Source: an optimization exercise on an open RTL-to-GDS flow (aim: small area). Production flows keep margins and buffers that such runs may drop.
The RTL was checked by simulation tests, not by an equivalence proof against the original design.
The flow treats the clock pin as an ideal source, which a real chip does not have.

Design clock, start of the top module:
module clock
(
    input        clk,
    input        rst_n,
    input  [2:0] key,
    output reg   led,
    output [3:0] dig,
    output       dp,
    output [7:0] smg
);
For scale: about 19 I/O pins.
Settings: LEC_CHECK=0, ABC_AREA=1, CAP_MARGIN=20, CORE_MARGIN=2, CORE_UTILIZATION=75, PLACE_DENSITY=0.88, SLEW_MARGIN=20; clock period 10.0 ns.
standard.sh (not shown) runs the stock make flow with config.mk's settings and CLKGATE_MAP_FILE= SYNTH_SCRIPT=/design/flow/synth_recipe.tcl, a recipe that flattens the netlist after the stock synthesis.
==> flow/flow/run.sh <==
#!/bin/bash
# Own flow: the standard synthesis with its combinational logic re-mapped
# for area (flip-flops kept as synthesised; the smallest of four ABC runs is
# kept), the standard floorplan and placement, a small clock tree of its
# own, then the standard routing and finishing.
set -euo pipefail
W=$PWD
F=$W/flow
R=$W/orfs/results/$FLOW_PLATFORM/clock/base
P=$FLOW_HOME/platforms/$FLOW_PLATFORM
LIB=$P/lib/sky130_fd_sc_hd__tt_025C_1v80.lib

bash standard.sh synth > $W/synth.log 2>&1

cp $R/1_2_yosys.v $W/standard_synth.v
# four ABC runs in parallel, each a chain of deepsyn rounds with its own
# seeds; the smallest result is kept
V=("2 3 4" "1 2 3" "3 4 1" "4 1 2")
for i in 0 1 2 3; do
  : > $W/resyn_$i.abc
  for S in ${V[$i]}; do sed "s/@SEED@/$S/" $F/resyn.abc >> $W/resyn_$i.abc; done
  RESYN_LIB=$LIB RESYN_ABC=$W/resyn_$i.abc RESYN_DONTUSE="$(cat $F/dontuse.txt)" \
  RESYN_IN=$W/standard_synth.v RESYN_TOP=$FLOW_TOP RESYN_OUT=$W/resyn_$i.v \
      yosys -c $F/resyn.tcl > $W/resyn_$i.log 2>&1 &
done
wait
best=""; besta=""
for i in 0 1 2 3; do
  a=$(grep "Chip area" $W/resyn_$i.log | tail -1 | awk '{print $NF}')
  if [[ -n "$a" ]] && { [[ -z "$besta" ]] || awk "BEGIN{exit !($a < $besta)}"; }; then best=$i; besta=$a; fi
done
echo "resyn areas: $(grep -h 'Chip area' $W/resyn_?.log | awk '{print $NF}' | tr '\n' ' ') -> run $best" > $W/resyn_choice.log
cp $W/resyn_$best.v $R/1_2_yosys.v
rm -f $R/1_synth.odb $R/1_synth.sdc

export BUFFER_PORTS_ARGS="-buffer_cell sky130_fd_sc_hd__buf_1"
bash standard.sh place > $W/place.log 2>&1

export CTS_RESULTS=$R CTS_PLATFORM_DIR=$P CTS_BUF=sky130_fd_sc_hd__clkbuf_8 CTS_ROOT_BUF=sky130_fd_sc_hd__clkbuf_4
export CTS_DONT_USE="$(sed 's/-dont_use //g' $F/dontuse.txt)"
nbuf=8; bal=1
for k in 4 5 6 7; do
  found=0
  for b in 0 1; do
    CTS_NBUF=$k CTS_BALANCE=$b CTS_WRITE=0 openroad -no_init -exit $F/cts.tcl > $W/cts_try${k}_$b.log 2>&1 || true
    s=$(grep "worst flip-flop clock slew" $W/cts_try${k}_$b.log | awk '{print $NF}')
    if [[ -n "$s" ]] && awk "BEGIN{exit !($s <= 0.105)}"; then nbuf=$k; bal=$b; found=1; break; fi
  done
  if [[ $found == 1 ]]; then break; fi
done
CTS_NBUF=$nbuf CTS_BALANCE=$bal CTS_WRITE=1 openroad -no_init -exit $F/cts.tcl > $W/cts.log 2>&1

bash standard.sh finish > $W/layout.log 2>&1
==> flow/flow/cts.tcl <==
# Clock tree: the flip-flops split into CTS_NBUF groups by k-means
# on their placement, each group driven by one clock buffer at its centre, all
# buffers driven by the clock port (through a root buffer above 4 groups).
set R $::env(CTS_RESULTS)
set P $::env(CTS_PLATFORM_DIR)
read_lef $P/lef/sky130_fd_sc_hd.tlef
read_lef $P/lef/sky130_fd_sc_hd_merged.lef
read_liberty $P/lib/sky130_fd_sc_hd__tt_025C_1v80.lib
read_db $R/3_place.odb
read_sdc $R/3_place.sdc
source $P/setRC.tcl
set_dont_use $::env(CTS_DONT_USE)

set block [ord::get_db_block]
set dbu [$block getDbUnitsPerMicron]
# flip-flop clock pins and their positions
set pins {}
foreach inst [$block getInsts] {
  if {[[$inst getMaster] isSequential]} {
    set bb [$inst getBBox]
    lappend pins [list [$inst getName] [expr {([$bb xMin] + [$bb xMax]) / 2.0 / $dbu}] [expr {([$bb yMin] + [$bb yMax]) / 2.0 / $dbu}]]
  }
}
set k $::env(CTS_NBUF)
# k-means, seeded with flip-flops spread along x
set sorted [lsort -real -index 1 $pins]
set n [llength $sorted]
set cent {}
for {set i 0} {$i < $k} {incr i} {
  set p [lindex $sorted [expr {int(($i + 0.5) * $n / $k)}]]
  lappend cent [list [lindex $p 1] [lindex $p 2]]
}
# k-means, with balanced groups if CTS_BALANCE: each round assigns
# flip-flops greedily by distance to the nearest centre that still has room
set cap [expr {$::env(CTS_BALANCE) ? ($n + $k - 1) / $k : $n}]
for {set it 0} {$it < 30} {incr it} {
  set pairs {}
  for {set j 0} {$j < $n} {incr j} {
    set p [lindex $pins $j]
    for {set i 0} {$i < $k} {incr i} {
      set c [lindex $cent $i]
      lappend pairs [list [expr {abs([lindex $p 1] - [lindex $c 0]) + abs([lindex $p 2] - [lindex $c 1])}] $j $i]
    }
  }
  set pairs [lsort -real -index 0 $pairs]
  set done {}
  set size {}
  set groups {}
  for {set i 0} {$i < $k} {incr i} { lappend size 0; lappend groups {} }
  foreach pr $pairs {
    set j [lindex $pr 1]; set i [lindex $pr 2]
    if {[dict exists $done $j]} continue
    if {[lindex $size $i] >= $cap} continue
    dict set done $j 1
    lset size $i [expr {[lindex $size $i] + 1}]
    lset groups $i [concat [lindex $groups $i] [list [lindex $pins $j]]]
  }
  set cent {}
  foreach g $groups {
    set sx 0; set sy 0
    foreach p $g { set sx [expr {$sx + [lindex $p 1]}]; set sy [expr {$sy + [lindex $p 2]}] }
    set m [llength $g]
    if {$m == 0} { set m 1 }
    lappend cent [list [expr {$sx / $m}] [expr {$sy / $m}]]
  }
}
for {set i 0} {$i < $k} {incr i} {
  set g [lindex $groups $i]
  if {[llength $g] == 0} continue
  set loads {}
  foreach p $g { lappend loads [get_pins [lindex $p 0]/CLK] }
  set c [lindex $cent $i]
  puts "clock buffer $i: [llength $g] flip-flops at $c"
  insert_buffer -buffer_cell $::env(CTS_BUF) -net clk -load_pins $loads -location $c -buffer_name clkbuf_$i -net_name clknet_$i
}
if {$k > 4} {
  set sx 0; set sy 0
  foreach c $cent { set sx [expr {$sx + [lindex $c 0]}]; set sy [expr {$sy + [lindex $c 1]}] }
  insert_buffer -buffer_cell $::env(CTS_ROOT_BUF) -net clk -location [list [expr {$sx / $k}] [expr {$sy / $k}]] -buffer_name clkbuf_root -net_name clknet_root
}
detailed_placement
check_placement -verbose
set_propagated_clock [all_clocks]
estimate_parasitics -placement
report_clock_skew
report_worst_slack -min
report_worst_slack -max
report_check_types -max_slew -max_capacitance -violators
set worst 0
foreach pin [get_pins -hierarchical */CLK] { set s [get_property $pin slew_max]; if {$s > $worst} {set worst $s} }
puts "worst flip-flop clock slew: $worst"
if {$::env(CTS_WRITE)} {
  write_db $R/4_1_cts.odb
  file copy -force $R/4_1_cts.odb $R/4_cts.odb
  write_sdc $R/4_cts.sdc
}
==> flow/flow/resyn.tcl <==
# Re-map the combinational logic of the standard synthesis for area.
# The flip-flops are kept as they are (same instances, names and cells).
yosys -import
set lib $::env(RESYN_LIB)
set script $::env(RESYN_ABC)
read_liberty -ignore_miss_func $lib
# flip-flops, latches and clock gates stay black boxes

blackbox {sky130_fd_sc_hd__df*} {sky130_fd_sc_hd__edf*} {sky130_fd_sc_hd__sdf*} {sky130_fd_sc_hd__sedf*} {sky130_fd_sc_hd__dl*} {sky130_fd_sc_hd__sdl*} {sky130_fd_sc_hd__conb*}
read_verilog $::env(RESYN_IN)
hierarchy -top $::env(RESYN_TOP)
flatten
opt -full
opt_clean -purge
stat
abc -liberty $lib {*}$::env(RESYN_DONTUSE) -script $script
opt_clean -purge
stat -liberty $lib
write_verilog -noattr -noexpr $::env(RESYN_OUT)
Other scripts of this flow, unchanged in this note and not shown: flow/flow/dontuse.txt, flow/flow/resyn.abc
==> next run, changes <==
CORE_UTILIZATION = 80   (was 75)
PLACE_DENSITY = 0.9   (was 0.88)
Effect:
- via count came out higher by 2.5%
- clock skew barely changes
- critical path depth stays the same
==> next run, changes <==
--- a/flow/flow/run.sh
+++ b/flow/flow/run.sh
@@ -15,11 +15,7 @@
 cp $R/1_2_yosys.v $W/standard_synth.v
-# four ABC runs in parallel, each a chain of deepsyn rounds with its own
-# seeds; the smallest result is kept
-V=("2 3 4" "1 2 3" "3 4 1" "4 1 2")
-for i in 0 1 2 3; do
-  : > $W/resyn_$i.abc
-  for S in ${V[$i]}; do sed "s/@SEED@/$S/" $F/resyn.abc >> $W/resyn_$i.abc; done
-  RESYN_LIB=$LIB RESYN_ABC=$W/resyn_$i.abc RESYN_DONTUSE="$(cat $F/dontuse.txt)" \
-  RESYN_IN=$W/standard_synth.v RESYN_TOP=$FLOW_TOP RESYN_OUT=$W/resyn_$i.v \
-      yosys -c $F/resyn.tcl > $W/resyn_$i.log 2>&1 &
+for S in 1 2 3 4; do
+  sed "s/@SEED@/$S/" $F/resyn.abc > $W/resyn_$S.abc
+  RESYN_LIB=$LIB RESYN_ABC=$W/resyn_$S.abc RESYN_DONTUSE="$(cat $F/dontuse.txt)" \
+  RESYN_IN=$W/standard_synth.v RESYN_TOP=$FLOW_TOP RESYN_OUT=$W/resyn_$S.v \
+      yosys -c $F/resyn.tcl > $W/resyn_$S.log 2>&1 &
 done
@@ -27,7 +23,7 @@
 best=""; besta=""
-for i in 0 1 2 3; do
-  a=$(grep "Chip area" $W/resyn_$i.log | tail -1 | awk '{print $NF}')
-  if [[ -n "$a" ]] && { [[ -z "$besta" ]] || awk "BEGIN{exit !($a < $besta)}"; }; then best=$i; besta=$a; fi
+for S in 1 2 3 4; do
+  a=$(grep "Chip area" $W/resyn_$S.log | tail -1 | awk '{print $NF}')
+  if [[ -n "$a" ]] && { [[ -z "$besta" ]] || awk "BEGIN{exit !($a < $besta)}"; }; then best=$S; besta=$a; fi
 done
-echo "resyn areas: $(grep -h 'Chip area' $W/resyn_?.log | awk '{print $NF}' | tr '\n' ' ') -> run $best" > $W/resyn_choice.log
+echo "resyn areas: $(grep -h 'Chip area' $W/resyn_*.log | awk '{print $NF}' | tr '\n' ' ') -> seed $best" > $W/resyn_choice.log
 cp $W/resyn_$best.v $R/1_2_yosys.v
CORE_UTILIZATION = 75   (was 80)
PLACE_DENSITY = 0.88   (was 0.9)
Cell area rose by 0.78%.
Fmax goes up by 5.4%.
Sequential share of layout area goes down by 0.34 points.
Final cell count goes up by 1.6%.
==> next run, changes <==
--- a/flow/flow/run.sh
+++ b/flow/flow/run.sh
@@ -36,13 +36,9 @@
 export CTS_DONT_USE="$(sed 's/-dont_use //g' $F/dontuse.txt)"
-nbuf=8; bal=1
+nbuf=8
 for k in 4 5 6 7; do
-  found=0
-  for b in 0 1; do
-    CTS_NBUF=$k CTS_BALANCE=$b CTS_WRITE=0 openroad -no_init -exit $F/cts.tcl > $W/cts_try${k}_$b.log 2>&1 || true
-    s=$(grep "worst flip-flop clock slew" $W/cts_try${k}_$b.log | awk '{print $NF}')
-    if [[ -n "$s" ]] && awk "BEGIN{exit !($s <= 0.105)}"; then nbuf=$k; bal=$b; found=1; break; fi
-  done
-  if [[ $found == 1 ]]; then break; fi
+  CTS_NBUF=$k CTS_WRITE=0 openroad -no_init -exit $F/cts.tcl > $W/cts_try$k.log 2>&1
+  s=$(grep "worst flip-flop clock slew" $W/cts_try$k.log | awk '{print $NF}')
+  if awk "BEGIN{exit !($s <= 0.105)}"; then nbuf=$k; break; fi
 done
-CTS_NBUF=$nbuf CTS_BALANCE=$bal CTS_WRITE=1 openroad -no_init -exit $F/cts.tcl > $W/cts.log 2>&1
+CTS_NBUF=$nbuf CTS_WRITE=1 openroad -no_init -exit $F/cts.tcl > $W/cts.log 2>&1
 
--- a/flow/flow/cts.tcl
+++ b/flow/flow/cts.tcl
@@ -1,4 +1,4 @@
-# Clock tree: the flip-flops split into CTS_NBUF groups by k-means
+# Clock tree: the flip-flops split into CTS_NBUF balanced groups by k-means
 # on their placement, each group driven by one clock buffer at its centre, all
-# buffers driven by the clock port (through a root buffer above 4 groups).
+# buffers driven by the clock port.
 set R $::env(CTS_RESULTS)
@@ -32,5 +32,5 @@
 }
-# k-means, with balanced groups if CTS_BALANCE: each round assigns
-# flip-flops greedily by distance to the nearest centre that still has room
-set cap [expr {$::env(CTS_BALANCE) ? ($n + $k - 1) / $k : $n}]
+# k-means with balanced groups: each round assigns flip-flops greedily by
+# distance to the nearest centre that still has room
+set cap [expr {($n + $k - 1) / $k}]
 for {set it 0} {$it < 30} {incr it} {
The new run produced a clean layout.
Count of clock-buffer cells in the layout drops by 2.
Cell area shrinks by 0.98%.
Die area stays flat.
Wire length decreases by 3.1%.

[port drivers added, routing unchanged]
The flow's constraints put no driver on any port. The routed layouts listed below were extracted and timed again, unchanged, in two steps.
Step 1 (the two cells are an assumption about what drives the block):
set clk [get_ports {clk}]
set_driving_cell -lib_cell sky130_fd_sc_hd__clkbuf_16 $clk
set_driving_cell -lib_cell sky130_fd_sc_hd__buf_2 [delete_from_list [all_inputs] $clk]
Step 2 also shifts input and output timing later by t, the mid clock arrival at the registers, as if the neighbouring blocks saw the same clock.
Slacks: no drivers / after step 1 / after step 2; pairs: no drivers / after step 1.
| run | t, ns | setup slack, ns | hold slack, ns | clock arrival spread, ns | pins driven straight from the clock port |
|---|---|---|---|---|---|
| the first run | 0.200 | 5.045 / 4.990 / 5.190 | 0.475 / 0.475 / 0.475 | 0.012 / 0.012 | 4 |
| the second run | 0.210 | 4.521 / 4.461 / 4.671 | 0.470 / 0.470 / 0.470 | 0.014 / 0.013 | 4 |
| the third run | 0.404 | 4.800 / 4.775 / 5.179 | 0.474 / 0.474 / 0.474 | 0.030 / 0.030 | 1 |
| the fourth run | 0.207 | 4.408 / 4.352 / 4.559 | 0.482 / 0.482 / 0.482 | 0.012 / 0.012 | 4 |
After both steps setup and hold are still met in every run listed.
